From an optimization exercise on the open Yosys and OpenROAD flow, aimed at small area and a short achievable clock period; shortcuts taken in it are not production practice.
Function was checked by simulation only, so behaviour that the tests miss may differ from the original.
Power figures rest on the tool's default switching activity, not on a simulated workload.

## sierra
## adder64
module adder64 (clk, x, y, result);
    input clk;
    input [63:0] x, y;
    output [64:0] result;
    localparam K = 3;
    localparam NB = (64 + K - 1) / K;
    wire [63:0] s;
    wire [NB-1:0] c;
    reg [63:0] s_r;
    reg [NB-1:0] c_r;
    reg [64:0] result_r;
    wire [64:0] sum;
    block_sum #(64, K) pre (.x(x), .y(y), .s(s), .c(c));
    carry_lookahead_adder #(64, K) add (.s(s_r), .c(c_r), .result(sum));
    always @(posedge clk) begin
        s_r <= s;
        c_r <= c;
        result_r <= sum;
    end
    assign result = result_r;
endmodule
export LEC_CHECK = 0
export CAP_MARGIN = 20
export CORE_MARGIN = 2
export CORE_UTILIZATION = 60
export SLEW_MARGIN = 20
export SYNTH_HIERARCHICAL = 1
export SYNTH_MINIMUM_KEEP_SIZE = 0
create_clock -name core_clock -period 28.0 [get_ports {clk}]
standard.sh (not shown) runs the stock make flow with config.mk's settings and CLKGATE_MAP_FILE= SYNTH_SCRIPT=/design/flow/synth_recipe.tcl, a recipe that flattens the netlist after the stock synthesis.
==> flow/flow/run.sh <==
#!/bin/bash
# Standard layout, with the smallest buffer on every port and a lighter
# clock tree. Full tool output goes to standard.log.
export BUFFER_PORTS_ARGS="-buffer_cell sky130_fd_sc_hd__buf_1"
export CTS_ARGS="-sink_clustering_enable -repair_clock_nets -dont_use_dummy_load -buf_list sky130_fd_sc_hd__clkbuf_8 -root_buf sky130_fd_sc_hd__clkbuf_8"
export SETUP_SLACK_MARGIN=21.65
bash standard.sh > standard.log 2>&1
sierra completed end to end with timing, DRC and antenna clean.
## Diff of input files: fjord against sierra
==> flow/flow/run.sh <==
#!/bin/bash
# Standard layout, with the smallest buffer on every port and a lighter
# clock tree. Full tool output goes to standard.log.
export BUFFER_PORTS_ARGS="-buffer_cell sky130_fd_sc_hd__buf_1"
export CTS_ARGS="-sink_clustering_enable -repair_clock_nets -dont_use_dummy_load -buf_list sky130_fd_sc_hd__clkbuf_8 -root_buf sky130_fd_sc_hd__clkbuf_16"
bash standard.sh > standard.log 2>&1
--- outcome ---
Per the comparison of fjord with sierra, worst setup slack moved down; global-route usage moved down. Global-route wire length before repair is higher on sierra. Fraction of area in multi-input gates delta for fjord relative to sierra: 1.2 points lower. Total wire length after detailed routing ended up 14% lower on fjord than on sierra. Note that the power recorded for fjord amounts to 0.940 times the value seen in sierra. sierra was larger in final cell area than fjord.
Inputs modified between fjord and onyx:
==> flow/flow/run.sh <==
#!/bin/bash
# Standard layout, with the smallest buffer on every port and a lighter
# clock tree. Full tool output goes to standard.log.
export BUFFER_PORTS_ARGS="-buffer_cell sky130_fd_sc_hd__buf_1"
export CTS_ARGS="-sink_clustering_enable -repair_clock_nets -dont_use_dummy_load -buf_list sky130_fd_sc_hd__clkbuf_4 -root_buf sky130_fd_sc_hd__clkbuf_8 -sink_buffer_max_cap_derate 0.6"
bash standard.sh > standard.log 2>&1
### Flow results
- On global-route usage, fjord and onyx are basically level.
- The capture point of the worst path comes out result[48] in one run and s_r[35] in the other, namely in onyx and fjord respectively.
- A critical path class of reg -> out is what onyx shows, while in -> reg belongs to fjord.
- Diff fjord -> onyx: sequential share of cell area up 0.91 points, internal power consumption down about 8%.
- Compare fjord and onyx | worst setup slack higher: onyx
- Delta (onyx minus fjord): highest clock rate about even; sequential cell count of the final layout about even; clock share of power fell 5.2 points.
Input-level comparison between lagoon and onyx:
==> flow/flow/run.sh <==
#!/bin/bash
# Standard layout, with the smallest buffer on every port and a lighter
# clock tree. Full tool output goes to standard.log.
export BUFFER_PORTS_ARGS="-buffer_cell sky130_fd_sc_hd__buf_1"
export CTS_ARGS="-sink_clustering_enable -repair_clock_nets -dont_use_dummy_load -buf_list sky130_fd_sc_hd__clkbuf_8 -root_buf sky130_fd_sc_hd__clkbuf_4"
bash standard.sh > standard.log 2>&1
[summary]
Max fraction of power consumed by the clock network across lagoon and onyx: lagoon. Aggregate global-route resource usage: lagoon vs onyx, no meaningful difference. lagoon against onyx: total power increased by about 6% relative to the old numbers, first-pass GRT wire length closely matched the old numbers. Compared to onyx, lagoon has setup skew after layout 0.014 ns lower. lagoon reports a lower sequential share of layout area than onyx does.

[re-timing with driven ports]
How much do the figures lean on ideal ports? The routed layouts below were timed once more, with nothing changed but the port constraints.
Step 1 assumes that a clkbuf_16 drives the clock port and a buf_2 every other input.
Step 2 adds t to the input delays and takes it off the output delays; t is the mean of the earliest and latest rising clock arrival at the registers after step 1. Input paths then give back, and output paths get back, about the clock's delay inside the block.
Three values: no drivers, after step 1, after step 2; two values: the first two.
run | t (ns) | setup WS [ns] | hold slack, ns | worst slew at a driven data input, ns
sierra | 0.443 | 21.527 / 21.494 / 21.161 | 0.346 / 0.346 / 0.346 | 0.06
fjord | 0.377 | 21.482 / 21.498 / 21.121 | 0.354 / 0.354 / 0.354 | 0.05
onyx | 0.420 | 21.500 / 21.469 / 21.122 | 0.359 / 0.359 / 0.359 | 0.05
lagoon | 0.558 | 21.385 / 21.355 / 21.122 | 0.354 / 0.354 / 0.354 | 0.05
After both steps setup and hold are still met in every run listed. The setup slack of onyx, which loses most, moves by -0.031 ns with the drivers and by -0.378 ns with both steps.
